This is an optimization exercise on Yosys and OpenROAD, whose aim is small area, not a production implementation. RTL that was checked went through simulation tests only; none was proved equivalent to the original. The RTL of run 5 was laid out without a check of its function. The flow treats the clock pin as an ideal source. Dropping or thinning the clock tree relies on that and would not hold on a real chip. Power and IR drop assume default switching activity.

===== flow/constraint.sdc =====
create_clock -name core_clock -period 6.0 [get_ports {clk}]
set_input_delay 1.2000 -clock core_clock [delete_from_list [all_inputs] [get_ports {clk}]]
set_output_delay 1.2000 -clock core_clock [all_outputs]
set_load 0.01 [all_outputs]

===== flow/config.mk =====
export PLATFORM = sky130hd
export DESIGN_NAME = main
export DESIGN_NICKNAME = main
export VERILOG_FILES = /design/flow/design.v
export SDC_FILE = /design/flow/constraint.sdc
export NUM_CORES = 4
export LEC_CHECK = 0
export ABC_AREA = 1
export CAP_MARGIN = 0
export CORE_MARGIN = 2
export CORE_UTILIZATION = 60
export GPL_TIMING_DRIVEN = 0
export PLACE_DENSITY = 0.75
export SLEW_MARGIN = 0

===== flow/standard.sh =====
#!/bin/bash
# synth_recipe.tcl (not shown) runs the flow's synth.tcl, then flattens the netlist and writes it again
# the make line also repeats each setting of config.mk as NAME=value (left out here)
make -C /OpenROAD-flow-scripts/flow DESIGN_CONFIG=/design/flow/config.mk WORK_HOME=/design/flow/orfs CLKGATE_MAP_FILE= SYNTH_SCRIPT=/design/flow/synth_recipe.tcl "${@:-finish}"

===== flow/flow/run.sh =====
#!/bin/bash
# Own layout flow: the standard flow (standard.sh) with these changes:
# - synthesis: no half/full-adder cell extraction (ADDER_MAP_FILE empty) and a
#   stronger area-oriented ABC script (flow/abc_area.script, used through a
#   copy of the ORFS scripts folder); registers and their names are unchanged;
# - ports are buffered with the smallest buffer cell;
# - clock tree: small buffers and no dummy loads.
set -euo pipefail
W=$(pwd)
rm -rf "$W/xscripts"
cp -r "$FLOW_HOME/scripts" "$W/xscripts"
cp "$W/flow/abc_area.script" "$W/xscripts/abc_area.script"
CTS="-sink_clustering_enable -repair_clock_nets -dont_use_dummy_load -buf_list sky130_fd_sc_hd__clkbuf_8"
bash "$W/standard.sh" SCRIPTS_DIR="$W/xscripts" ADDER_MAP_FILE= ABC_AREA=1 \
	BUFFER_PORTS_ARGS="-buffer_cell sky130_fd_sc_hd__buf_1" \
	CTS_ARGS="$CTS" finish > "$W/make_flow.log" 2>&1

===== flow/flow/abc_area.script =====
strash
&get -n
&fraig -x
&put
dc2
strash
&get -n
&deepsyn -T 120
&put
strash
&get -n
&dch -f
&nf -R 1000
&put
mfs2
strash
&get -n
&dch -f
&nf -R 1000
&put
mfs2
strash
&get -n
&dch -f
&nf -R 1000
&put

===== flow/design.v =====
module main(
	output [2:0] led,
	output [3:0] AN_out,
	output [6:0] CN_out,
	input clk, rst, clear, enter, change,
	input [3:0] switch
);
	reg [5:0] d;
	wire slow = (d == 6'd29);
	wire fast = (d[1:0] == 2'b11);
	always @(posedge clk or posedge rst)
		if (rst) d <= 6'd62;
		else d <= d + 1'b1;
	reg e0, e1, e2, e3;
	reg [1:0] q0, q1, q2, q3;      
	always @(posedge clk or posedge rst)
		if (rst) begin e0 <= 0; e1 <= 0; e2 <= 0; e3 <= 0; end
		else if (slow) begin e0 <= enter; e1 <= e0; e2 <= e1; e3 <= e2; end
	always @(posedge clk)
		if (slow) begin q0 <= {change, clear}; q1 <= q0; q2 <= q1; q3 <= q2; end
	wire E = e2 & ~e3;
	wire C = q2[0] & ~q3[0], G = q2[1] & ~q3[1];
	localparam [2:0] S_I = 3'd0, S_L = 3'd1, S_EP = 3'd2, S_U = 3'd3,
	                 S_CP = 3'd4, S_A = 3'd5, S_BD = 3'd6, S_LO = 3'd7;
	localparam [3:0] M_CL0 = 4'b0000, M_CL2 = 4'b0001, M_CL6 = 4'b0010, M_CL7 = 4'b0011,
	                 M_OPEN = 4'b1100, M_US = 4'b1101, M_LO = 4'b1110, M_BD = 4'b1111;
	reg [2:0] state;
	reg lf;
	reg [2:0] cnt;
	reg [4:0] th;
	reg tb;
	reg [3:0] tu;
	reg [3:0] mode;
	reg [15:0] passwd;
	reg [15:0] inp;
	wire swf = (switch == 4'hF);
	wire match = (passwd == inp);
	wire tu9  = tu[3] & tu[0];
	wire x511 = th[4] & th[3] & th[0] & tb & tu[0];
	wire t300 = (th == 5'd14) & tb & tu9;
	wire t360 = th[4] & th[0] & tb & tu9;         
	wire t321 = th[4] & ~th[3];                    
	wire t302 = (th == 5'd15) & ~tb & (tu == 4'd1);  
	wire t6   = tu[2] & tu[0];                     
	reg [4:0] nth; reg ntb; reg [3:0] ntu;   
	always @(*) begin
		nth = th; ntb = tb; ntu = tu + 1'b1;
		if (x511) begin nth = 5'd0; ntb = 1'b0; ntu = 4'd0; end
		else if (tu9) begin
			ntu = 4'd0; ntb = ~tb;
			if (tb) nth = th + 1'b1;
		end
	end
	reg [2:0] ledv;
	always @(*)
		case (mode[3:2])
			2'b00: ledv = {mode[1], mode[1] | mode[0], mode[1] & mode[0]};
			2'b01: ledv = 3'd2;
			2'b10: ledv = 3'd4;
			default: case (mode[1:0]) 2'b00: ledv = 3'd3; 2'b01: ledv = 3'd5; 2'b10: ledv = 3'd7; default: ledv = 3'd6; endcase
		endcase
	assign led = ledv;
	wire [3:0] cl_mode = (mode[3:2] == 2'b00) ? mode :
	                     (mode[3:2] == 2'b01) ? M_CL2 :
	                     mode[0] ? M_CL6 : M_CL7;
	always @(posedge clk or posedge rst)
		if (rst) begin
			state <= S_I; lf <= 1'b1; cnt <= 3'd0;
			th <= 5'd25; tb <= 1'b1; tu <= 4'd1;
			mode <= M_CL0;
		end else if (slow) begin
			case (state)
			S_I: begin
				mode <= cl_mode;
				if (t6) begin state <= S_BD; {th, tb, tu} <= {5'd25, 1'b1, 4'd1}; end
				else if (E && !swf) begin state <= S_A; {th, tb, tu} <= {5'd25, 1'b1, 4'd1}; end
				else if (E) {th, tb, tu} <= {nth, ntb, ntu};
			end
			S_L: begin
				mode <= cl_mode;
				lf <= 1'b1; cnt <= 3'd0; {th, tb, tu} <= {5'd25, 1'b1, 4'd1};
				if (E && !swf) state <= S_A;
			end
			S_A: begin
				mode <= M_US;
				if (E) begin state <= lf ? S_EP : S_CP; {th, tb, tu} <= {5'd25, 1'b1, 4'd1}; end
				else begin {th, tb, tu} <= {nth, ntb, ntu}; if (t300) state <= S_LO; end
			end
			S_EP: begin
				if (cnt == 3'd4) state <= (match == lf) ? S_U : S_L;
				else if (t300) state <= S_LO;
				if (cnt[2] == 1'b0) mode <= {2'b01, cnt[1:0]};
				if (E && cnt == 3'd3) begin cnt <= 3'd4; {th, tb, tu} <= {5'd25, 1'b1, 4'd1}; end
				else if (C) begin cnt <= 3'd0; {th, tb, tu} <= {5'd25, 1'b1, 4'd1}; end
				else begin {th, tb, tu} <= {nth, ntb, ntu}; if (E && !cnt[2]) cnt <= cnt + 1'b1; end
			end
			S_U: begin
				mode <= M_OPEN;
				cnt <= 3'd0; lf <= 1'b0; {th, tb, tu} <= {nth, ntb, ntu};
				if (E) state <= S_EP;
				else if (G) state <= S_A;
				else if (t300) state <= S_LO;
			end
			S_CP: begin
				if (cnt == 3'd5) state <= S_U;
				else if (t300) state <= S_LO;
				if (cnt[2] == 1'b0) mode <= {2'b10, cnt[1:0]};
				if (E && cnt == 3'd4) cnt <= 3'd5;
				else if (C) begin cnt <= 3'd0; {th, tb, tu} <= {5'd25, 1'b1, 4'd1}; end
				else begin {th, tb, tu} <= {nth, ntb, ntu}; if (E && !cnt[2]) cnt <= cnt + 1'b1; end
			end
			S_LO: begin
				{th, tb, tu} <= {nth, ntb, ntu};
				if (t360) state <= S_L;
				if (t302) mode <= M_LO;
			end
			S_BD: begin
				{th, tb, tu} <= {nth, ntb, ntu};
				mode <= M_BD;
				if (t321) state <= S_L;
			end
			endcase
		end
	always @(posedge clk or posedge rst)
		if (rst) passwd <= 16'h0000;
		else if (slow) begin
			if (state == S_BD) passwd <= 16'h3456;
			else if (state == S_CP && E && cnt == 3'd4) passwd <= inp;
		end
	wire wr = slow && (state == S_EP || state == S_CP) && !cnt[2];
	always @(posedge clk) begin
		if (wr && cnt[1:0] == 2'd0) inp[15:12] <= switch;
		if (wr && cnt[1:0] == 2'd1) inp[11:8] <= switch;
		if (wr && cnt[1:0] == 2'd2) inp[7:4] <= switch;
		if (wr && cnt[1:0] == 2'd3) inp[3:0] <= switch;
	end
	localparam [4:0] G_L = 5'h10, G_P = 5'h11, G_N = 5'h12, G_V = 5'h13,
	                 G_DASH = 5'h14, G_US = 5'h15, G_BL = 5'h16;
	function [4:0] bdtext(input [4:0] i);
		case (i)
		5'd4, 5'd14, 5'd15: bdtext = 5'd1;
		5'd6: bdtext = G_L;
		5'd7: bdtext = 5'd0;
		5'd8: bdtext = G_V;
		5'd9, 5'd11: bdtext = 5'd14;
		5'd12: bdtext = 5'd12;
		5'd13: bdtext = 5'd3;
		default: bdtext = G_BL;
		endcase
	endfunction
	wire [1:0] j = ~(d[3:2] + 1'b1);    
	reg [3:0] dig;
	always @(*)
		case (j)
			2'd0: dig = inp[15:12];
			2'd1: dig = inp[11:8];
			2'd2: dig = inp[7:4];
			default: dig = inp[3:0];
		endcase
	wire [1:0] k = mode[1:0];
	reg [4:0] glyph;
	always @(*)
		case (mode[3:2])
		2'b00:  
			case (j) 2'd0: glyph = 5'd12; 2'd1: glyph = G_L; 2'd2: glyph = 5'd5; default: glyph = 5'd13; endcase
		2'b01:  
			if (j < k) glyph = G_DASH;
			else if (j == k) glyph = {1'b0, dig};
			else glyph = G_US;
		2'b10:  
			if (j > k) glyph = G_US;
			else if (k == 2'd1 && j == 2'd0) glyph = {2'b00, inp[15:13]};
			else if (k == 2'd1 && j == 2'd1) glyph = {inp[12], inp[11:9], inp[8] & ~&inp[12:9]};
			else glyph = {1'b0, dig};
		default:
			case (mode[1:0])
			2'b00: case (j) 2'd0: glyph = 5'd0; 2'd1: glyph = G_P; 2'd2: glyph = 5'd14; default: glyph = G_N; endcase
			2'b01: glyph = G_US;
			2'b10:  
				if (tb || th == 5'd18) glyph = G_BL;
				else case (j) 2'd0: glyph = G_BL; 2'd1: glyph = 5'd0; 2'd2: glyph = G_V; default: glyph = 5'd7; endcase
			default: glyph = bdtext({1'b0, th[3:0]} + {3'b0, j});
			endcase
		endcase
	reg [4:0] ch;
	always @(posedge clk or posedge rst)
		if (rst) ch <= 5'b11111;    
		else if (fast) ch <= glyph;
	wire st = ~&ch;
	assign AN_out = st ? ~(4'b0001 << d[3:2]) : 4'b1111;
	reg [6:0] seg;
	always @(*)
		if (!ch[4]) case (ch[3:0])
			4'h0: seg = 7'b0000001;
			4'h1: seg = 7'b1001111;
			4'h2: seg = 7'b0010010;
			4'h3: seg = 7'b0000110;
			4'h4: seg = 7'b1001100;
			4'h5: seg = 7'b0100100;
			4'h6: seg = 7'b0100000;
			4'h7: seg = 7'b0001111;
			4'h8: seg = 7'b0000000;
			4'h9: seg = 7'b0000100;
			4'hA: seg = 7'b0001000;
			4'hB: seg = 7'b1100000;
			4'hC: seg = 7'b0110001;
			4'hD: seg = 7'b1000010;
			4'hE: seg = 7'b0110000;
			default: seg = 7'b0111000;
		endcase
		else if (ch[3]) seg = 7'b1111111;
		else case (ch[2:0])
			3'd0: seg = 7'b1110001;
			3'd1: seg = 7'b0011000;
			3'd2: seg = 7'b1101010;
			3'd3: seg = 7'b1000001;
			3'd4: seg = 7'b1111110;
			3'd5: seg = 7'b1110111;
			default: seg = 7'b1111111;
		endcase
	assign CN_out = seg;
endmodule

==> notes.md, run 1 <==
Synth top cells by count=nor2_1, nand2_1, dfrtp_1; vias in the first global route=3,328; Fin Setup TNS=0 ns; Pre-antenna DRT Iters=5; min-delay src=q0[1]$_DFFE_PN_; Slew headroom=0.133; area share of the largest cell type after synthesis=0.221; Int Pwr=671 uW; Critical R2R Launch=d[2]$_DFF_PP1_; Max clock buf depth=2; syn_nets=464; Hold Buf Count CTS=0; Fin. Hold Viols=0; Sw Ratio=0.199; Final setup viols=0; row cnt=30; area of the multi-input gates=1930 um2; minimum clock period=3.98 ns; ys async rst share=0.684; cell area after synthesis=4080 um2; RSZ-0062 raised after global routing=no; sequential share of the synthesized area=0.501; Initial DRC Count=364; Critical Setup Path Class=reg -> reg; Layout area overhead=7.55%; Total Routing Usage GR=0.270; pre-CTS setup slack=2.07 ns; Clock Root Buffer=clkbuf_8; DRT Wirelength=9.49 mm; clock buffer count from CTS=9; Die Wd=86.5 um; WHS=0.420 ns; fill count=593; largest net degree at the start of global routing=53; Clock power frac=0.347; Seq pwr share=0.640; share of layout cells above drive strength 1=0.0535; r2r endpoint=th[3]$_DFFE_PP1P_; Setup WS post-layout=2.02 ns; Comb pwr share=0.013; outcome=finished clean; first-pass GRT wire length=15.8 mm; Max Fclk=251 MHz; per-cell routed wire length=16.8 um; VDD IR max=0.132 mV; LEAKAGE=1.69 nW; initial antenna violation count=0; CTS sink count=76; flop-to-flop setup slack=2.02 ns; WP data arrival=4.26 ns; Clock Pin Slew Worst Setup and Hold Paths=0.07 ns; Area contributors post-synth=dfrtp_1, edfxtp_1, dfstp_2; Ys Warns=1; Synth Flop Type=dfrtp_1; Pwr Density=191 nW/um2; fin nets=497; crit path max fanout=15; postcts setup bufs=0; CORE AREA=6680 um2; Setup Skew=0.0265 ns; Clk Latency, worst-skew pair=0.35 ns; Post-synth EDFFs=24; vias per cell=6.35; die area=7470 um2; Final Max Slew Viols=0; Psw=167 uW; WHS Path Cells=0; dpl hpwl=6.78 mm; Syn Area/Cell=8.96 um2; final core occ=0.657; Antenna diodes=0; hold path endpoint=q1[1]$_DFFE_PN_; initial core utilization=0.610; IO buf count=22; Netlist cell types=42; Ports=23; Vias=3,594; cell taking the most area after synthesis=dfrtp_1; crit end category=flop; Reg area=2040 um2; gpl congestion=0.914; R2R depth=11; GRT overflow=0; post-cts resize count=0; antenna viol nets, final=0; WP data required=6.28 ns; H-tree Lvls=3; Tcrit/Tclk final=0.663; # DRC=0; post-synthesis cell count=455; worst min-delay path category=reg -> reg; Setup crit start kind=flop; worst slew pin tran=1.29 ns; max-cap viol count=0; Die Height=86.5 um; CTS tree=done; synthesized flop and latch total=76; most common cell in the netlist=nor2_1
-- layout make-up --
| type | instances | area share |
|---|---|---|
| timing repair buffer | 22 | 0.0188 |
| inverter | 28 | 0.0242 |
| tap | 80 | 0.0228 |
| multi-input combinational | 351 | 0.440 |
| sequential | 76 | 0.465 |
| clock buffer | 9 | 0.0282 |
-- state kept, by name, indices dropped and copies added (netlist names), 3 cells and up --
register,count
ch,5
cnt,3
d,6
inp,16
mode,4
passwd,16
state,3
th,5
tu,4
-- placed cells by master (no fill, tap or decap), types with 4 or more instances in the layout --
| cell type | count |
|---|---|
| nand2b_1 | 11 |
| a21oi_1 | 35 |
| a221oi_1 | 5 |
| dfstp_2 | 16 |
| and3_1 | 7 |
| buf_1 | 22 |
| nor2b_1 | 10 |
| clkinv_1 | 27 |
| xnor2_1 | 6 |
| nand3_1 | 14 |
| edfxtp_1 | 24 |
| xor2_1 | 6 |
| o211ai_1 | 5 |
| dfrtp_1 | 36 |
| o21a_1 | 4 |
| nor3_1 | 15 |
| and2_0 | 5 |
| nand2_1 | 48 |
| a31oi_1 | 14 |
| a22oi_1 | 5 |
| nor2_1 | 71 |
| or3_1 | 4 |
| a21o_1 | 4 |
| a22o_1 | 5 |
| o22ai_1 | 15 |
| clkbuf_8 | 9 |
| o21ai_0 | 26 |
-- metrics by stage --
stage                     std cells  total power [mW]  area (um2)
after floorplan                 455             0.551        4080
after global routing            566             0.871        4390
final                           566             0.837        4390
after global placement          557             0.557        4260
after CTS                       566             0.848        4390
after detailed placement        557             0.557        4260
-- per-layer routing --
metal / up-vias / track usage / wire (um)
met1: 1690 / 0.355 / 4200
met2: 144 / 0.447 / 4620
met3: 16 / 0.0552 / 495
met5: - / 0 / 0
li1: 1744 / - / -
met4: 0 / 0.0966 / 172
-- cells by family after synthesis --
group	Yosys count	share of synthesized area
AOI/OAI and AO/OA	145	0.232
buffers and inverters	28	0.0258
and+or+nand+nor	194	0.216
DFF	76	0.501
xor gates and xnor gates	12	0.0258
-- how the worst max path moves through the flow --
stage                              start           endpoint  slack [ns]
after floorplan           d[2]$_DFF_PP1_  th[3]$_DFFE_PP1P_        2.81
after global placement    d[2]$_DFF_PP1_  th[3]$_DFFE_PP1P_        2.18
after detailed placement  d[2]$_DFF_PP1_  th[3]$_DFFE_PP1P_        2.07
after CTS                 d[2]$_DFF_PP1_  th[3]$_DFFE_PP1P_        2.06
after global routing      d[2]$_DFF_PP1_     tb$_DFFE_PP1P_        1.73
final                     d[2]$_DFF_PP1_  th[3]$_DFFE_PP1P_        2.02
-- worst max-delay path: stages (launching register included) --
cell and delay [ns]:
dfstp_2 0.70, and2_0 0.65, nand2_1 0.10, or3_1 0.56
a311oi_1 0.51, and2_0 0.40, clkinv_1 0.18, nor2_1 0.20
and2_0 0.25, a21oi_1 0.13, a21oi_1 0.14, a21o_1 0.09
-- power groups by stage --
stage / Clock [mW] / Combinational (mW) / Sequential (mW)
2_1_floorplan: 0 / 0.00575 / 0.545
3_3_place_gp: 0 / 0.0110 / 0.545
3_5_place_dp: 0 / 0.0114 / 0.546
4_1_cts: 0.301 / 0.0115 / 0.536
5_1_grt: 0.322 / 0.0132 / 0.535
6_report: 0.291 / 0.0108 / 0.536
==> run 2, diff against run 1 <==
--- a/flow/flow/run.sh
+++ b/flow/flow/run.sh
@@ -5,5 +5,6 @@
 #   copy of the ORFS scripts folder); registers and their names are unchanged;
 # - ports are buffered with the smallest buffer cell;
-# - clock tree: small buffers and no dummy loads.
+# - clock tree: no dummy loads, and its 8 leaf buffers merged into 3
+#   (flow/cts_merge.tcl, run after CTS).
 set -euo pipefail
 W=$(pwd)
@@ -14,3 +15,3 @@
 bash "$W/standard.sh" SCRIPTS_DIR="$W/xscripts" ADDER_MAP_FILE= ABC_AREA=1 \
 	BUFFER_PORTS_ARGS="-buffer_cell sky130_fd_sc_hd__buf_1" \
-	CTS_ARGS="$CTS" finish > "$W/make_flow.log" 2>&1
+	CTS_ARGS="$CTS" POST_CTS_TCL="$W/flow/cts_merge.tcl" finish > "$W/make_flow.log" 2>&1
==> flow/flow/cts_merge.tcl (new file) <==
# POST_CTS hook: the tree CTS builds here is a root buffer driving 8 leaf
# buffers of ~10 flip-flops each; merge the leaves into 3 larger buffers
# (grouped by x position, each placed at the centre of its flip-flops).
# Nothing is changed unless the tree has exactly that two-level shape.
proc merge_clock_leaves { ngroups leafmaster } {
  set block [ord::get_db_block]
  set mnew [[ord::get_db] findMaster $leafmaster]
  set root [$block findInst clkbuf_0_clk]
  if {$root eq "NULL" || $root eq ""} { puts "merge_clock_leaves: no root buffer, skipped"; return }
  set rootnet [[$root findITerm X] getNet]
  set leaves {}
  foreach it [$rootnet getITerms] {
    set inst [$it getInst]
    if {$inst eq $root} continue
    if {![string match "sky130_fd_sc_hd__clkbuf_*" [[$inst getMaster] getName]]} { puts "merge_clock_leaves: unexpected load, skipped"; return }
    set net [[$inst findITerm X] getNet]
    foreach it2 [$net getITerms] {
      if {[$it2 getInst] ne $inst && [[$it2 getMTerm] getName] ne "CLK"} { puts "merge_clock_leaves: leaf drives a non-clock pin, skipped"; return }
    }
    lappend leaves [list [lindex [$inst getLocation] 0] $inst]
  }
  if {[llength $leaves] <= $ngroups} { puts "merge_clock_leaves: [llength $leaves] leaves, skipped"; return }
  set leaves [lsort -integer -index 0 $leaves]
  set per [expr {([llength $leaves] + $ngroups - 1) / $ngroups}]
  for {set g 0} {$g < $ngroups} {incr g} {
    set grp [lrange $leaves [expr {$g * $per}] [expr {($g + 1) * $per - 1}]]
    if {[llength $grp] == 0} continue
    set keep [lindex [lindex $grp 0] 1]
    set keepnet [[$keep findITerm X] getNet]
    foreach e [lrange $grp 1 end] {
      set inst [lindex $e 1]
      set net [[$inst findITerm X] getNet]
      foreach it [$net getITerms] {
        if {[$it getInst] ne $inst} { $it disconnect; $it connect $keepnet }
      }
      odb::dbInst_destroy $inst
      odb::dbNet_destroy $net
    }
    $keep swapMaster $mnew
    set sx 0; set sy 0; set k 0
    foreach it [$keepnet getITerms] {
      if {[$it getInst] ne $keep} { set l [[$it getInst] getLocation]; incr sx [lindex $l 0]; incr sy [lindex $l 1]; incr k }
    }
    if {$k > 0} { $keep setLocation [expr {$sx / $k}] [expr {$sy / $k}] }
  }
  puts "merge_clock_leaves: [llength $leaves] leaves merged into $ngroups $leafmaster"
  detailed_placement
  check_placement -verbose
}
merge_clock_leaves 3 sky130_fd_sc_hd__clkbuf_16
==> notes.md, run 2 <==
Comb pwr share=0.014 (was 0.013); WP data required=6.28 ns (about the same); IO buf count=22 (unchanged); Netlist cell types=42 (unchanged); outcome=finished clean (unchanged); Setup Skew=0.0181 ns (was 0.0265 ns); fin nets=492 (was 497); share of layout cells above drive strength 1=0.0437 (was 0.0535); per-cell routed wire length=16.8 um (about the same); row cnt=30 (unchanged); DP Area=4260 um2 (unchanged); initial antenna violation count=0 (unchanged); Clk Latency, worst-skew pair=0.33 ns (was 0.35 ns); Int Pwr=643 uW (was 671 uW); Fin. Hold Viols=0 (unchanged); Total Routing Usage GR=0.265 (was 0.270); Max Fclk=252 MHz (was 251 MHz); most common cell in the netlist=nor2_1 (unchanged); Slew headroom=0.122 (was 0.133); Post-synth EDFFs=24 (unchanged); Ys Warns=1 (unchanged); Setup WS post-layout=2.02 ns (about the same); WHS=0.426 ns (was 0.420 ns); syn_nets=464 (unchanged); die area=7470 um2 (unchanged); vias in the first global route=3,306 (was 3,328); pre-CTS setup slack=2.07 ns (unchanged); worst min-delay path category=reg -> reg (unchanged); RSZ-0062 raised after global routing=no (unchanged); Synth top cells by count=nor2_1, nand2_1, dfrtp_1 (unchanged); cell taking the most area after synthesis=dfrtp_1 (unchanged); worst slew pin tran=1.30 ns (was 1.29 ns); vias per cell=6.33 (was 6.35); DRT Wirelength=9.45 mm (was 9.49 mm); Area contributors post-synth=dfrtp_1, edfxtp_1, dfstp_2 (unchanged); Synth Flop Type=dfrtp_1 (unchanged); antenna viol nets, final=0 (unchanged); WP data arrival=4.26 ns (about the same); most frequent cells in the layout=nor2_1, nand2_1, dfrtp_1 (unchanged); Ports=23 (unchanged); max-cap viol count=0 (unchanged); commonest non-fill, non-tap cell in the layout=nor2_1 (unchanged); dpl hpwl=6.78 mm (unchanged); Syn Area/Cell=8.96 um2 (unchanged); post-synthesis cell count=455 (unchanged); # DRC=0 (unchanged); final core occ=0.651 (was 0.657); Final setup viols=0 (unchanged); crit path max fanout=15 (unchanged); CTS sink count=76 (unchanged); Initial DRC Count=339 (was 364); top flop regs=inp x16, passwd x16, d x6 (unchanged); crit end category=flop (unchanged); Final Power=802 uW (was 837 uW); Seq pwr share=0.667 (was 0.640); Die Wd=86.5 um (unchanged); Clock Pin Slew Worst Setup and Hold Paths=0.10 ns (was 0.07 ns); GRT overflow=0 (unchanged); Setup crit start kind=flop (unchanged); Layout area overhead=6.69% (was 7.55%); critical path cell sequence=and2_0, nand2_1, or3_1, a311oi_1, and2_0, clkinv_1, nor2_1, and2_0, a21oi_1, a21oi_1, a21o_1 (unchanged); Fin Setup TNS=0 ns (unchanged); Final Max Slew Viols=0 (unchanged); synthesized flop and latch total=76 (unchanged); VDD IR max=0.250 mV (was 0.132 mV); ys async rst share=0.684 (unchanged); CORE AREA=6680 um2 (unchanged); LEAKAGE=1.66 nW (was 1.69 nW); Tcrit/Tclk final=0.663 (about the same); initial core utilization=0.610 (unchanged); cell area after synthesis=4080 um2 (unchanged); area share of the largest cell type after synthesis=0.221 (unchanged); Psw=159 uW (was 167 uW); sequential share of the synthesized area=0.501 (unchanged); Non-Filler Instances=561 (was 566); Critical Setup Path Class=reg -> reg (unchanged); Clock power frac=0.319 (was 0.347); largest net degree at the start of global routing=53 (unchanged); Pre-antenna DRT Iters=5 (unchanged); slowest CP cell=dfstp_2 (unchanged); Pwr Density=184 nW/um2 (was 191 nW/um2); Antenna diodes=0 (unchanged); Vias=3,549 (was 3,594); minimum clock period=3.98 ns (about the same); Crit path top cell by count=and2_0 (unchanged); Sw Ratio=0.199 (about the same); Finished Cell Area=4350 um2 (was 4390 um2); placed cell count=557 (unchanged); gpl congestion=0.914 (unchanged); largest stage delay on the critical path=0.72 ns (was 0.70 ns); first-pass GRT wire length=15.7 mm (was 15.8 mm); Die Height=86.5 um (unchanged)
-- run 2: power groups by stage --
stage          sequential [mW]  combinational [mW]  clock [mW]
2_1_floorplan            0.545             0.00575           0
3_3_place_gp             0.545              0.0110           0
3_5_place_dp             0.546              0.0114           0
5_1_grt                  0.536              0.0132       0.281
6_report                 0.535              0.0110       0.256
-- run 2: cell type report --
cell class | count | area, um2
repair buffers | 22 | 82.6
flip-flops and latches | 76 | 2040
multi-input cells | 351 | 1930
clock buffers | 4 | 88.8
fillers | 593 | 2330
inverters | 28 | 106
well taps | 80 | 100
-- run 2: logic make-up (layout without fill, tap and decap cells) --
family,count (synthesis),in the layout,share of synthesized area
buf+inv,28,54,0.0258
xor+xnor,12,12,0.0258
flops,76,76,0.501
simple gates,194,194,0.216
compound gates,145,145,0.232
-- run 2: layer usage --
metal | vias to the layer above | GRT usage | routed length, um
li1 | 1738 | - | -
met1 | 1664 | 0.351 | 4130
met2 | 133 | 0.454 | 4660
met3 | 14 | 0.0390 | 477
met4 | 0 | 0.0767 | 178
met5 | - | 0 | 0
-- run 2: critical path: cells and delay by family (launching register included) --
family	cells	cell delay, ns
simple gates	6	2.16
compound gates	4	0.86
flops	1	0.72
buf+inv	1	0.18
-- run 2: final timing paths --
| check | start | endpoint | slack, ns | depth (start not counted) |
|---|---|---|---|---|
| min in group asynchronous | rst | d[0]$_DFF_PP0_ | 1.01 | 2 |
| min | q1[0]$_DFFE_PN_ | q2[0]$_DFFE_PN_ | 0.43 | 0 |
| min reg2reg | q1[0]$_DFFE_PN_ | q2[0]$_DFFE_PN_ | 0.43 | 0 |
| max | d[2]$_DFF_PP1_ | th[3]$_DFFE_PP1P_ | 2.02 | 11 |
| max in group asynchronous | rst | passwd[6]$_DFFE_PP0P_ | 4.45 | 2 |
| max reg2reg | d[2]$_DFF_PP1_ | th[3]$_DFFE_PP1P_ | 2.02 | 11 |
==> run 3, diff against run 2 <==
--- a/flow/design.v
+++ b/flow/design.v
@@ -12,13 +12,12 @@
 		if (rst) d <= 6'd62;
 		else d <= d + 1'b1;
-	reg e0, e1, e2, e3;
-	reg [1:0] q0, q1, q2, q3;      
-	always @(posedge clk or posedge rst)
-		if (rst) begin e0 <= 0; e1 <= 0; e2 <= 0; e3 <= 0; end
-		else if (slow) begin e0 <= enter; e1 <= e0; e2 <= e1; e3 <= e2; end
+	reg e0, e1, e2, E;
+	reg [1:0] q0, q1, q2, qp;      
+	always @(posedge clk or posedge rst)
+		if (rst) begin e0 <= 0; e1 <= 0; e2 <= 0; E <= 0; end
+		else if (slow) begin e0 <= enter; e1 <= e0; e2 <= e1; E <= e1 & ~e2; end
 	always @(posedge clk)
-		if (slow) begin q0 <= {change, clear}; q1 <= q0; q2 <= q1; q3 <= q2; end
-	wire E = e2 & ~e3;
-	wire C = q2[0] & ~q3[0], G = q2[1] & ~q3[1];
+		if (slow) begin q0 <= {change, clear}; q1 <= q0; q2 <= q1; qp <= q1 & ~q2; end
+	wire C = qp[0], G = qp[1];
 	localparam [2:0] S_I = 3'd0, S_L = 3'd1, S_EP = 3'd2, S_U = 3'd3,
 	                 S_CP = 3'd4, S_A = 3'd5, S_BD = 3'd6, S_LO = 3'd7;
@@ -122,8 +121,8 @@
 			endcase
 		end
-	always @(posedge clk or posedge rst)
-		if (rst) passwd <= 16'h0000;
-		else if (slow) begin
-			if (state == S_BD) passwd <= 16'h3456;
+	always @(posedge clk)
+		if (slow) begin
+			if (state == S_I) passwd <= 16'h0000;
+			else if (state == S_BD) passwd <= 16'h3456;
 			else if (state == S_CP && E && cnt == 3'd4) passwd <= inp;
 		end
==> notes.md, run 3 <==
outcome=finished clean (unchanged); Ys Warns=1 (unchanged); syn_nets=455 (was 464); CORE AREA=6680 um2 (unchanged); Clock Pin Slew Worst Setup and Hold Paths=0.12 ns (was 0.10 ns); LEAKAGE=1.54 nW (was 1.66 nW); Area contributors post-synth=edfxtp_1, dfrtp_1, dfstp_2 (was dfrtp_1, edfxtp_1, dfstp_2); dpl hpwl=6.56 mm (was 6.78 mm); sequential share of the synthesized area=0.519 (was 0.501); pre-CTS setup slack=2.33 ns (was 2.07 ns); Setup WS post-layout=2.24 ns (was 2.02 ns); # DRC=0 (unchanged); vias per cell=6.39 (was 6.33); Clock power frac=0.311 (was 0.319); Pre-antenna DRT Iters=4 (was 5); GRT overflow=0 (unchanged); Initial DRC Count=303 (was 339); CTS sink count=76 (unchanged); Ports=23 (unchanged); vias in the first global route=3,220 (was 3,306); Antenna diodes=0 (unchanged); initial antenna violation count=0 (unchanged); Synth top cells by count=nor2_1, nand2_1, edfxtp_1 (was nor2_1, nand2_1, dfrtp_1); R2R depth=6 (was 11); initial core utilization=0.612 (was 0.610); die area=7490 um2 (was 7470 um2); Sw Ratio=0.188 (was 0.199); ys async rst share=0.474 (was 0.684); cell taking the most area after synthesis=edfxtp_1 (was dfrtp_1); RSZ-0062 raised after global routing=no (unchanged); Pwr Density=185 nW/um2 (was 184 nW/um2); Vias=3,535 (was 3,549); fill count=570 (was 593); Die Height=86.6 um (was 86.5 um); Syn Area/Cell=9.17 um2 (was 8.96 um2); Clk Latency, worst-skew pair=0.34 ns (was 0.33 ns); per-cell routed wire length=16.4 um (was 16.8 um); VDD IR max=0.168 mV (was 0.250 mV); Final setup viols=0 (unchanged); IO buf count=22 (unchanged); crit end category=flop (unchanged); row cnt=30 (unchanged); most common cell in the netlist=nor2_1 (unchanged); WHS=0.437 ns (was 0.426 ns); Post-synth EDFFs=40 (was 24); crit path max fanout=17 (was 15); Psw=152 uW (was 159 uW); first-pass GRT wire length=15.4 mm (was 15.7 mm); Non-Filler Instances=553 (was 561); WP data arrival=3.69 ns (was 4.26 ns); top flop regs=inp x16, passwd x16, d x6 (unchanged); Max Fclk=266 MHz (was 252 MHz); largest net degree at the start of global routing=37 (was 53); synthesized flop and latch total=76 (unchanged); Int Pwr=656 uW (was 643 uW); share of layout cells above drive strength 1=0.0486 (was 0.0437); most frequent cells in the layout=nor2_1, nand2_1, edfxtp_1 (was nor2_1, nand2_1, dfrtp_1); Final Max Slew Viols=0 (unchanged); Slew headroom=0.356 (was 0.122); WP data required=5.93 ns (was 6.28 ns); DRT Wirelength=9.04 mm (was 9.45 mm); Total Routing Usage GR=0.260 (was 0.265); Fin. Hold Viols=0 (unchanged); cell area after synthesis=4090 um2 (was 4080 um2); fin nets=484 (was 492); Layout area overhead=6.92% (was 6.69%); Synth Flop Type=edfxtp_1 (was dfrtp_1); Comb pwr share=0.010 (was 0.014); WHS Path Cells=0 (unchanged); Setup crit start kind=flop (unchanged); commonest non-fill, non-tap cell in the layout=nor2_1 (unchanged); worst slew pin tran=0.962 ns (was 1.30 ns); Tcrit/Tclk final=0.627 (was 0.663); antenna viol nets, final=0 (unchanged); Fin Setup TNS=0 ns (unchanged); post-synthesis cell count=446 (was 455); minimum clock period=3.76 ns (was 3.98 ns); gpl congestion=0.944 (was 0.914); Die Wd=86.6 um (was 86.5 um); worst min-delay path category=reg -> reg (unchanged); Critical Setup Path Class=reg -> reg (unchanged); Seq pwr share=0.679 (was 0.667); max-cap viol count=0 (unchanged); Netlist cell types=49 (was 42); Setup Skew=0.0401 ns (was 0.0181 ns); area share of the largest cell type after synthesis=0.294 (was 0.221); placed cell count=549 (was 557)
==> run 3: cell types whose count changed after synthesis, sizes merged, moves of 4 or more <==
cell and delta:
a41oi +4, dfrtp -16, and3 -5, nand2 +8, nand2b -6, nor3 +4, a21oi -6, edfxtp +16
nor2 +8, o22ai -8, clkinv -7
==> run 3: layer usage <==
layer,routed length (um),up-vias,track usage,share of wire
met3,478,18,0.0343,0.053
li1,-,1716,-,-
met4,184,0,0.0753,0.020
met5,0,-,0,0
met1,3980,1666,0.364,0.44
met2,4400,135,0.428,0.49
==> run 3: power by group through the flow <==
stage	Sequential, mW	Combinational, mW	Clock (mW)
after global placement	0.559	0.00876	0
after detailed placement	0.559	0.00895	0
final	0.548	0.00848	0.251
after global routing	0.549	0.0104	0.271
after floorplan	0.559	0.00410	0
==> run 3: through the flow <==
step	utilization	power (mW)	cell area, um2
global placement	0.639	0.568	4270
floorplan	-	0.563	4090
detailed placement	0.640	0.568	4280
finish	0.654	0.808	4370
global route	0.654	0.830	4370
==> run 3: logic make-up (layout without fill, tap and decap cells) <==
group | Yosys count | count (layout) | synth area share
compound gates | 118 | 118 | 0.186
mux | 3 | 3 | 0.00796
xor+xnor | 14 | 14 | 0.0300
buf+inv | 21 | 48 | 0.0193
flops | 76 | 76 | 0.519
simple gates | 214 | 214 | 0.237
==> run 3: area by class of cell <==
type | instances | area (um2) | share of cell area
Sequential cell | 76 | 2120 | 0.485
Multi-Input combinational cell | 349 | 1890 | 0.433
Timing Repair Buffer | 23 | 90.1 | 0.0206
Tap cell | 80 | 100 | 0.0229
Clock buffer | 4 | 88.8 | 0.0203
Inverter | 21 | 78.8 | 0.0180
==> run 3: worst max-delay path: stages (launching register included) <==
cell and delay, ns:
dfstp_2 0.74, and2_0 0.48, nand3_1 0.12, or3_1 0.57
clkinv_1 0.42, nand2_1 0.23, nor4b_1 0.79
==> run 3: path summary, 6_finish.rpt <==
check | startpoint | end | slack [ns]
max | d[2]$_DFF_PP1_ | inp[11]$_DFFE_PP_ | 2.24
min | q0[1]$_DFFE_PN_ | q1[1]$_DFFE_PN_ | 0.44
max reg2reg | d[2]$_DFF_PP1_ | inp[11]$_DFFE_PP_ | 2.24
min reg2reg | q0[1]$_DFFE_PN_ | q1[1]$_DFFE_PN_ | 0.44
max in group asynchronous | rst | mode[1]$_DFFE_PP0P_ | 4.56
min in group asynchronous | rst | d[0]$_DFF_PP0_ | 0.94
==> run 4, diff against run 3 <==
--- a/flow/flow/run.sh
+++ b/flow/flow/run.sh
@@ -5,5 +5,5 @@
 #   copy of the ORFS scripts folder); registers and their names are unchanged;
 # - ports are buffered with the smallest buffer cell;
-# - clock tree: no dummy loads, and its 8 leaf buffers merged into 3
+# - clock tree: no dummy loads, and its 8 leaf buffers merged into 4
 #   (flow/cts_merge.tcl, run after CTS).
 set -euo pipefail
--- a/flow/flow/cts_merge.tcl
+++ b/flow/flow/cts_merge.tcl
@@ -1,4 +1,4 @@
 # POST_CTS hook: the tree CTS builds here is a root buffer driving 8 leaf
-# buffers of ~10 flip-flops each; merge the leaves into 3 larger buffers
+# buffers of ~10 flip-flops each; merge the leaves into 4 larger buffers
 # (grouped by x position, each placed at the centre of its flip-flops).
 # Nothing is changed unless the tree has exactly that two-level shape.
@@ -48,3 +48,3 @@
   check_placement -verbose
 }
-merge_clock_leaves 3 sky130_fd_sc_hd__clkbuf_16
+merge_clock_leaves 4 sky130_fd_sc_hd__clkbuf_16
==> notes.md, run 4 <==
first-pass GRT wire length=15.5 mm (was 15.4 mm); Setup crit start kind=flop (unchanged); syn_nets=455 (unchanged); Final setup viols=0 (unchanged); Max Used Layer=met4 (unchanged); initial antenna violation count=0 (unchanged); Finished Cell Area=4400 um2 (was 4370 um2); # DRC=0 (unchanged); Layout area overhead=7.53% (was 6.92%); Crit. Startpoint=d[2]$_DFF_PP1_ (unchanged); row cnt=30 (unchanged); R2R depth=6 (unchanged); vias in the first global route=3,236 (was 3,220); Total Routing Usage GR=0.262 (was 0.260); Tcrit/Tclk final=0.617 (was 0.627); WP data arrival=3.66 ns (was 3.69 ns); DP Area=4280 um2 (unchanged); cell taking the most area after synthesis=edfxtp_1 (unchanged); initial core utilization=0.612 (unchanged); Vias=3,549 (was 3,535); WP data required=5.96 ns (was 5.93 ns); fill count=564 (was 570); wire length on met2=4.40 mm (about the same); LEAKAGE=1.55 nW (was 1.54 nW); gpl congestion=0.944 (unchanged); CORE AREA=6680 um2 (unchanged); top flop regs=inp x16, passwd x16, d x6 (unchanged); vias per cell=6.41 (was 6.39); commonest non-fill, non-tap cell in the layout=nor2_1 (unchanged); Slew headroom=0.334 (was 0.356); worst slew pin tran=0.995 ns (was 0.962 ns); largest net degree at the start of global routing=37 (unchanged); Synth top cells by count=nor2_1, nand2_1, edfxtp_1 (unchanged); Met3 Wirelength=504 um (was 478 um); Clk Latency, worst-skew pair=0.34 ns (about the same); Fin. Hold Viols=0 (unchanged); Die Height=86.6 um (unchanged); antenna viol nets, final=0 (unchanged); Fin Setup TNS=0 ns (unchanged); Critical R2R Launch=d[2]$_DFF_PP1_ (unchanged); r2r endpoint=inp[11]$_DFFE_PP_ (unchanged); Clock Pin Slew Worst Setup and Hold Paths=0.09 ns (was 0.12 ns); Max Fclk=270 MHz (was 266 MHz); Critical Setup Path Class=reg -> reg (unchanged); Pwr Density=193 nW/um2 (was 185 nW/um2); Antenna diodes=0 (unchanged); flop-to-flop setup slack=2.30 ns (was 2.24 ns); DRT Wirelength=9.15 mm (was 9.04 mm); cell area after synthesis=4090 um2 (unchanged); synthesized flop and latch total=76 (unchanged); Netlist cell types=49 (unchanged); CTS sink count=76 (unchanged); fin nets=485 (was 484); Ports=23 (unchanged); ys async rst share=0.474 (unchanged); GRT overflow=0 (unchanged); most common cell in the netlist=nor2_1 (unchanged); Pre-antenna DRT Iters=5 (was 4); per-cell routed wire length=16.5 um (was 16.4 um); Synth Flop Type=edfxtp_1 (unchanged); Post-synth EDFFs=40 (unchanged); Syn Area/Cell=9.17 um2 (unchanged); Initial DRC Count=346 (was 303); Ys Warns=1 (unchanged); minimum clock period=3.70 ns (was 3.76 ns); end point of the critical path=inp[11]$_DFFE_PP_ (unchanged); outcome=finished clean (unchanged); area share of the largest cell type after synthesis=0.294 (unchanged); crit path max fanout=17 (unchanged); sequential share of the synthesized area=0.519 (unchanged); worst min-delay path category=reg -> reg (unchanged); Setup Skew=0.0206 ns (was 0.0401 ns); Final Max Slew Viols=0 (unchanged); Die Wd=86.6 um (unchanged); max-cap viol count=0 (unchanged); Area contributors post-synth=edfxtp_1, dfrtp_1, dfstp_2 (unchanged); post-synthesis cell count=446 (unchanged); RSZ-0062 raised after global routing=no (unchanged); VDD IR max=0.220 mV (was 0.168 mV); WHS Path Cells=0 (unchanged); IO buf count=22 (unchanged); die area=7490 um2 (unchanged); dpl hpwl=6.56 mm (unchanged); share of layout cells above drive strength 1=0.0506 (was 0.0486); met1 wire length=4.03 mm (was 3.98 mm); most frequent cells in the layout=nor2_1, nand2_1, edfxtp_1 (unchanged); crit end category=flop (unchanged)
-- run 4: kinds of logic after synthesis --
kind of cell	synth area share
flops	0.519
compound gates	0.186
simple gates	0.237
mux	0.00796
buf+inv	0.0193
xor+xnor	0.0300
-- run 4: area by class of cell --
class,instances,area (um2),area share
Sequential cell,76,2120,0.483
Multi-Input combinational cell,349,1890,0.430
Clock buffer,5,114,0.0259
Tap cell,80,100,0.0228
Timing Repair Buffer,23,90.1,0.0205
Inverter,21,78.8,0.0179
-- run 4: through the flow --
step | worst slack [ns] | power [mW] | utilization | instances | hold slack, ns
2_1_floorplan | 3.15 | 0.563 | - | 446 | 0.400
6_report | 2.30 | 0.848 | 0.658 | 554 | 0.428
3_5_place_dp | 2.33 | 0.568 | 0.640 | 549 | 0.411
3_3_place_gp | 2.35 | 0.568 | 0.639 | 548 | 0.403
5_1_grt | 1.99 | 0.869 | 0.658 | 554 | 0.431
-- run 4: per-layer routing --
metal,track usage,vias up
li1,-,1717
met1,0.363,1671
met2,0.430,141
met3,0.0352,20
met4,0.0852,0
met5,0,-
-- run 4: worst min path at each step --
stage | start | to | slack [ns]
finish | q0[0]$_DFFE_PN_ | q1[0]$_DFFE_PN_ | 0.43
global placement | q0[0]$_DFFE_PN_ | q1[0]$_DFFE_PN_ | 0.40
floorplan | q0[0]$_DFFE_PN_ | q1[0]$_DFFE_PN_ | 0.40
global route | q0[0]$_DFFE_PN_ | q1[0]$_DFFE_PN_ | 0.43
detailed placement | q0[0]$_DFFE_PN_ | q1[0]$_DFFE_PN_ | 0.41
-- run 4: power by group --
group          total [mW]  internal [mW]  switching, mW
Clock               0.291          0.134          0.157
Combinational     0.00841        0.00158        0.00683
Sequential          0.548          0.548       0.000390
-- run 4: worst max-delay path, cell delays in order (launching register included) --
cell and delay, ns:
dfstp_2 0.74, and2_0 0.47, nand3_1 0.12, or3_1 0.57, clkinv_1 0.40, nand2_1 0.22
nor4b_1 0.79
==> run 5, diff against run 4 <==
--- a/flow/design.v
+++ b/flow/design.v
@@ -20,11 +20,12 @@
 		if (slow) begin q0 <= {change, clear}; q1 <= q0; q2 <= q1; qp <= q1 & ~q2; end
 	wire C = qp[0], G = qp[1];
-	localparam [2:0] S_I = 3'd0, S_L = 3'd1, S_EP = 3'd2, S_U = 3'd3,
-	                 S_CP = 3'd4, S_A = 3'd5, S_BD = 3'd6, S_LO = 3'd7;
+	localparam [3:0] S_I = 4'd0, S_L = 4'd1, S_AL = 4'd2, S_AU = 4'd3,
+	                 S_EL = 4'd4, S_EU = 4'd5, S_EL4 = 4'd6, S_EU4 = 4'd7,
+	                 S_U = 4'd8, S_CP = 4'd9, S_CP4 = 4'd10, S_CP5 = 4'd11,
+	                 S_LO = 4'd12, S_BD = 4'd13;
 	localparam [3:0] M_CL0 = 4'b0000, M_CL2 = 4'b0001, M_CL6 = 4'b0010, M_CL7 = 4'b0011,
 	                 M_OPEN = 4'b1100, M_US = 4'b1101, M_LO = 4'b1110, M_BD = 4'b1111;
-	reg [2:0] state;
-	reg lf;
-	reg [2:0] cnt;
+	reg [3:0] state;
+	reg [1:0] cnt;
 	reg [4:0] th;
 	reg tb;
@@ -63,8 +64,9 @@
 	                     (mode[3:2] == 2'b01) ? M_CL2 :
 	                     mode[0] ? M_CL6 : M_CL7;
+	localparam [9:0] XCLR = {5'd25, 1'b1, 4'd1};
 	always @(posedge clk or posedge rst)
 		if (rst) begin
-			state <= S_I; lf <= 1'b1; cnt <= 3'd0;
-			th <= 5'd25; tb <= 1'b1; tu <= 4'd1;
+			state <= S_I; cnt <= 2'd0;
+			{th, tb, tu} <= XCLR;
 			mode <= M_CL0;
 		end else if (slow) begin
@@ -72,40 +74,60 @@
 			S_I: begin
 				mode <= cl_mode;
-				if (t6) begin state <= S_BD; {th, tb, tu} <= {5'd25, 1'b1, 4'd1}; end
-				else if (E && !swf) begin state <= S_A; {th, tb, tu} <= {5'd25, 1'b1, 4'd1}; end
+				if (t6) begin state <= S_BD; {th, tb, tu} <= XCLR; end
+				else if (E && !swf) begin state <= S_AL; {th, tb, tu} <= XCLR; end
 				else if (E) {th, tb, tu} <= {nth, ntb, ntu};
 			end
 			S_L: begin
 				mode <= cl_mode;
-				lf <= 1'b1; cnt <= 3'd0; {th, tb, tu} <= {5'd25, 1'b1, 4'd1};
-				if (E && !swf) state <= S_A;
-			end
-			S_A: begin
+				cnt <= 2'd0; {th, tb, tu} <= XCLR;
+				if (E && !swf) state <= S_AL;
+			end
+			S_AL, S_AU: begin
 				mode <= M_US;
-				if (E) begin state <= lf ? S_EP : S_CP; {th, tb, tu} <= {5'd25, 1'b1, 4'd1}; end
+				if (E) begin state <= state[0] ? S_CP : S_EL; {th, tb, tu} <= XCLR; end
 				else begin {th, tb, tu} <= {nth, ntb, ntu}; if (t300) state <= S_LO; end
 			end
-			S_EP: begin
-				if (cnt == 3'd4) state <= (match == lf) ? S_U : S_L;
-				else if (t300) state <= S_LO;
-				if (cnt[2] == 1'b0) mode <= {2'b01, cnt[1:0]};
-				if (E && cnt == 3'd3) begin cnt <= 3'd4; {th, tb, tu} <= {5'd25, 1'b1, 4'd1}; end
-				else if (C) begin cnt <= 3'd0; {th, tb, tu} <= {5'd25, 1'b1, 4'd1}; end
-				else begin {th, tb, tu} <= {nth, ntb, ntu}; if (E && !cnt[2]) cnt <= cnt + 1'b1; end
+			S_EL, S_EU: begin
+				mode <= {2'b01, cnt};
+				if (E && cnt == 2'd3) begin
+					{th, tb, tu} <= XCLR;
+					state <= t300 ? S_LO : {3'b011, state[0]};
+				end else begin
+					if (t300) state <= S_LO;
+					if (C) begin cnt <= 2'd0; {th, tb, tu} <= XCLR; end
+					else begin {th, tb, tu} <= {nth, ntb, ntu}; if (E) cnt <= cnt + 1'b1; end
+				end
+			end
+			S_CP: begin
+				mode <= {2'b10, cnt};
+				if (t300) state <= S_LO;
+				else if (E && cnt == 2'd3 && !C) state <= S_CP4;
+				if (C) begin cnt <= 2'd0; {th, tb, tu} <= XCLR; end
+				else begin {th, tb, tu} <= {nth, ntb, ntu}; if (E) cnt <= cnt + 1'b1; end
+			end
+			S_EL4, S_EU4: begin
+				state <= (match ^ state[0]) ? S_U : S_L;
+				if (C) {th, tb, tu} <= XCLR;
+				else {th, tb, tu} <= {nth, ntb, ntu};
 			end
 			S_U: begin
 				mode <= M_OPEN;
-				cnt <= 3'd0; lf <= 1'b0; {th, tb, tu} <= {nth, ntb, ntu};
-				if (E) state <= S_EP;
-				else if (G) state <= S_A;
+				cnt <= 2'd0; {th, tb, tu} <= {nth, ntb, ntu};
+				if (E) state <= S_EU;
+				else if (G) state <= S_AU;
 				else if (t300) state <= S_LO;
 			end
-			S_CP: begin
-				if (cnt == 3'd5) state <= S_U;
-				else if (t300) state <= S_LO;
-				if (cnt[2] == 1'b0) mode <= {2'b10, cnt[1:0]};
-				if (E && cnt == 3'd4) cnt <= 3'd5;
-				else if (C) begin cnt <= 3'd0; {th, tb, tu} <= {5'd25, 1'b1, 4'd1}; end
-				else begin {th, tb, tu} <= {nth, ntb, ntu}; if (E && !cnt[2]) cnt <= cnt + 1'b1; end
+			S_CP4: begin
+				if (t300) state <= S_LO;
+				else if (E) state <= S_CP5;
+				else if (C) state <= S_CP;
+				if (E) ;
+				else if (C) begin cnt <= 2'd0; {th, tb, tu} <= XCLR; end
+				else {th, tb, tu} <= {nth, ntb, ntu};
+			end
+			S_CP5: begin
+				state <= S_U;
+				if (C) {th, tb, tu} <= XCLR;
+				else {th, tb, tu} <= {nth, ntb, ntu};
 			end
 			S_LO: begin
@@ -119,4 +141,5 @@
 				if (t321) state <= S_L;
 			end
+			default: ;
 			endcase
 		end
@@ -125,12 +148,12 @@
 			if (state == S_I) passwd <= 16'h0000;
 			else if (state == S_BD) passwd <= 16'h3456;
-			else if (state == S_CP && E && cnt == 3'd4) passwd <= inp;
+			else if (state == S_CP4 && E) passwd <= inp;
 		end
-	wire wr = slow && (state == S_EP || state == S_CP) && !cnt[2];
+	wire wr = slow && (state == S_EL || state == S_EU || state == S_CP);
 	always @(posedge clk) begin
-		if (wr && cnt[1:0] == 2'd0) inp[15:12] <= switch;
-		if (wr && cnt[1:0] == 2'd1) inp[11:8] <= switch;
-		if (wr && cnt[1:0] == 2'd2) inp[7:4] <= switch;
-		if (wr && cnt[1:0] == 2'd3) inp[3:0] <= switch;
+		if (wr && cnt == 2'd0) inp[15:12] <= switch;
+		if (wr && cnt == 2'd1) inp[11:8] <= switch;
+		if (wr && cnt == 2'd2) inp[7:4] <= switch;
+		if (wr && cnt == 2'd3) inp[3:0] <= switch;
 	end
 	localparam [4:0] G_L = 5'h10, G_P = 5'h11, G_N = 5'h12, G_V = 5'h13,
--- a/flow/flow/run.sh
+++ b/flow/flow/run.sh
@@ -5,6 +5,5 @@
 #   copy of the ORFS scripts folder); registers and their names are unchanged;
 # - ports are buffered with the smallest buffer cell;
-# - clock tree: no dummy loads, and its 8 leaf buffers merged into 4
-#   (flow/cts_merge.tcl, run after CTS).
+# - clock tree: small buffers and no dummy loads.
 set -euo pipefail
 W=$(pwd)
@@ -15,3 +14,3 @@
 bash "$W/standard.sh" SCRIPTS_DIR="$W/xscripts" ADDER_MAP_FILE= ABC_AREA=1 \
 	BUFFER_PORTS_ARGS="-buffer_cell sky130_fd_sc_hd__buf_1" \
-	CTS_ARGS="$CTS" POST_CTS_TCL="$W/flow/cts_merge.tcl" finish > "$W/make_flow.log" 2>&1
+	CTS_ARGS="$CTS" finish > "$W/make_flow.log" 2>&1
removed: flow/flow/cts_merge.tcl
==> notes.md, run 5 <==
VDD IR max=0.135 mV (was 0.220 mV); Final Max Slew Viols=0 (unchanged); Setup crit start kind=flop (unchanged); Critical Setup Path Class=reg -> out (was reg -> reg); max-cap viol count=0 (unchanged); outcome=finished clean (unchanged); Hold Buf Count CTS=0; GRT overflow=0 (unchanged); Pre-antenna DRT Iters=5 (unchanged); row cnt=30 (unchanged); Clock Pin Slew Worst Setup and Hold Paths=0.08 ns (was 0.09 ns); Clock Root Buffer=clkbuf_8; cell taking the most area after synthesis=edfxtp_1 (unchanged); cell area after synthesis=4200 um2 (was 4090 um2); Final Power=845 uW (was 848 uW); Fin. Hold Viols=0 (unchanged); Synth Flop Type=edfxtp_1 (unchanged); initial core utilization=0.618 (was 0.612); Area contributors post-synth=edfxtp_1, dfrtp_1, dfstp_2 (unchanged); IO buf count=22 (unchanged); crit end category=output pin (was flop); sequential share of the synthesized area=0.499 (was 0.519); Synth top cells by count=nor2_1, nand2_1, edfxtp_1 (unchanged); Ys Warns=1 (unchanged); largest net degree at the start of global routing=36 (was 37); worst min-delay path category=reg -> reg (unchanged); Syn Area/Cell=9.03 um2 (was 9.17 um2); # DRC=0 (unchanged); per-cell routed wire length=16.3 um (was 16.5 um); worst slew pin tran=0.881 ns (was 0.995 ns); crit path max fanout=11 (was 17); Post-synth EDFFs=40 (unchanged); Tcrit/Tclk final=0.672 (was 0.617); final core occ=0.669 (was 0.658); Layout area overhead=8.19% (was 7.53%); Total Routing Usage GR=0.268 (was 0.262); commonest non-fill, non-tap cell in the layout=nor2_1 (unchanged); placed cell count=584 (was 549); Final setup viols=0 (unchanged); DRT Wirelength=9.65 mm (was 9.15 mm); CORE AREA=6790 um2 (was 6680 um2); Antenna diodes=0 (unchanged); Non-Filler Instances=593 (was 554); initial antenna violation count=0 (unchanged); Ports=23 (unchanged); H-tree Lvls=3; Die Height=87.7 um (was 86.6 um); die area=7680 um2 (was 7490 um2); WP data required=4.80 ns (was 5.96 ns); first-pass GRT wire length=16.0 mm (was 15.5 mm); antenna viol nets, final=0 (unchanged); LEAKAGE=1.57 nW (was 1.55 nW); minimum clock period=4.03 ns (was 3.70 ns); area share of the largest cell type after synthesis=0.286 (was 0.294); most frequent cells in the layout=nor2_1, nand2_1, edfxtp_1 (unchanged); Netlist cell types=51 (was 49); RSZ-0062 raised after global routing=no (unchanged); post-synthesis cell count=465 (was 446); Clk Latency, worst-skew pair=0.36 ns (was 0.34 ns); ys async rst share=0.467 (was 0.474); share of layout cells above drive strength 1=0.0563 (was 0.0506); Slew headroom=0.413 (was 0.334); Vias=3,739 (was 3,549); top flop regs=inp x16, passwd x16, d x6 (unchanged); fin nets=508 (was 485); Max clock buf depth=2; dpl hpwl=6.84 mm (was 6.56 mm); CTS tree=done; vias in the first global route=3,394 (was 3,236); most common cell in the netlist=nor2_1 (unchanged); Max Fclk=248 MHz (was 270 MHz); min-delay src=q0[0]$_DFFE_PN_ (unchanged); post-cts resize count=0; clock buffer count from CTS=9; Setup Skew=0.0255 ns (was 0.0206 ns); Crit. Startpoint=ch[1]$_DFFE_PP1P_ (was d[2]$_DFF_PP1_); Pwr Density=186 nW/um2 (was 193 nW/um2); Die Wd=87.7 um (was 86.6 um); CTS sink count=75 (was 76); Initial DRC Count=415 (was 346); Fin Setup TNS=0 ns (unchanged); vias per cell=6.31 (was 6.41); flop-to-flop setup slack=2.03 ns (was 2.30 ns); Critical R2R Launch=d[2]$_DFF_PP1_ (unchanged); WP data arrival=2.83 ns (was 3.66 ns); postcts setup bufs=0; gpl congestion=0.972 (was 0.944); syn_nets=474 (was 455); synthesized flop and latch total=75 (was 76)
[run 5: cell types whose count changed after synthesis, moves of 5 or more]
| cell | change |
|---|---|
| nand2_1 | +7 |
| nor2b_1 | +5 |
| nor3_1 | -6 |
| and2_0 | +6 |
| o21ai_0 | +7 |
| nand3_1 | +7 |
| nor2_1 | -10 |
| and3_1 | +5 |
[run 5: path summary, 6_finish.rpt]
path	endpoint	depth (start not counted)
setup / recovery	AN_out[3]	13
hold / removal	q1[0]$_DFFE_PN_	0
setup reg to reg	tb$_DFFE_PP1P_	10
hold reg to reg	q1[0]$_DFFE_PN_	0
max in group asynchronous	mode[3]$_DFFE_PP0P_	2
min in group asynchronous	e1$_DFFE_PP0N_	2
[run 5: logic make-up (layout without fill, tap and decap cells)]
kind of cell / after synthesis / after routing / synth area share
AO/OA/AOI/OAI: 134 / 134 / 0.204
XOR/XNOR: 15 / 15 / 0.0313
buffers and inverters: 17 / 49 / 0.0152
flip-flops: 75 / 75 / 0.499
multiplexers: 1 / 1 / 0.00268
AND/OR/NAND/NOR: 223 / 223 / 0.248
[run 5: report_power, final]
part | switching (mW) | internal [mW]
Clock | 0.161 | 0.134
Combinational | 0.00685 | 0.00142
Sequential | 0.000167 | 0.541
Total | 0.168 | 0.676
[run 5: cell type report]
type                    count  area, um2
inverters                  17       63.8
multi-input cells         373       2050
clock buffers               9        124
repair buffers             23       90.1
fillers                   580       2250
well taps                  96        120
flip-flops and latches     75       2100
[run 5: stage by stage]
stage / setup slack (ns) / area, um2 / hold slack, ns
2_1_floorplan: 2.44 / 4200 / 0.400
3_3_place_gp: 1.50 / 4400 / 0.402
3_5_place_dp: 2.10 / 4420 / 0.408
4_1_cts: 2.01 / 4540 / 0.428
5_1_grt: 1.75 / 4540 / 0.462
6_report: 1.97 / 4540 / 0.425
[run 5: critical path: stages (launching register included)]
cell	delay, ns
dfstp_2	0.63
nor2b_1	0.08
nor2_1	0.11
a21oi_1	0.06
o41ai_1	0.49
nor2_1	0.10
nor2_1	0.10
nand2_1	0.08
o21ai_0	0.24
nor3_1	0.12
nor2_1	0.12
nand2_1	0.10
nand2_1	0.08
buf_1	0.16
[run 5: routing by layer]
| metal | vias up | GRT usage | wire length, um | part of all wire |
|---|---|---|---|---|
| met1 | 1754 | 0.360 | 4200 | 0.44 |
| met2 | 162 | 0.439 | 4540 | 0.47 |
| met4 | 0 | 0.119 | 233 | 0.024 |
| met5 | - | 0 | 0 | 0 |
| met3 | 23 | 0.0349 | 673 | 0.070 |
| li1 | 1800 | - | - | - |

==> re-timing with driven ports <==
The flow's constraints put no driver on any port. The routed layouts listed below were extracted and timed again, unchanged, in two steps. Step 1 assumes that a clkbuf_16 drives the clock port and a buf_2 every other input. Step 2 moves the port delays by t, midway between the first and last clock arrival at a register: inputs arrive t later, outputs are due t later. That takes back most of the time a late clock gives input paths. Three values: ideal ports, drivers, drivers and shift; two values: the first two.
run | t, ns | slack for setup (ns) | worst setup path after step 2 | worst register clock-pin slew, ns
run 1 | 0.374 | 2.022 / 2.022 / 2.022 | register to register | 0.09 / 0.09
run 2 | 0.352 | 2.024 / 2.024 / 2.024 | register to register | 0.10 / 0.10
run 3 | 0.350 | 2.240 / 2.240 / 2.240 | register to register | 0.12 / 0.12
run 4 | 0.363 | 2.299 / 2.299 / 2.299 | register to register | 0.09 / 0.09
run 5 | 0.378 | 1.966 / 1.936 / 2.033 | register to register | 0.09 / 0.09
After both steps setup and hold are still met in every run listed.
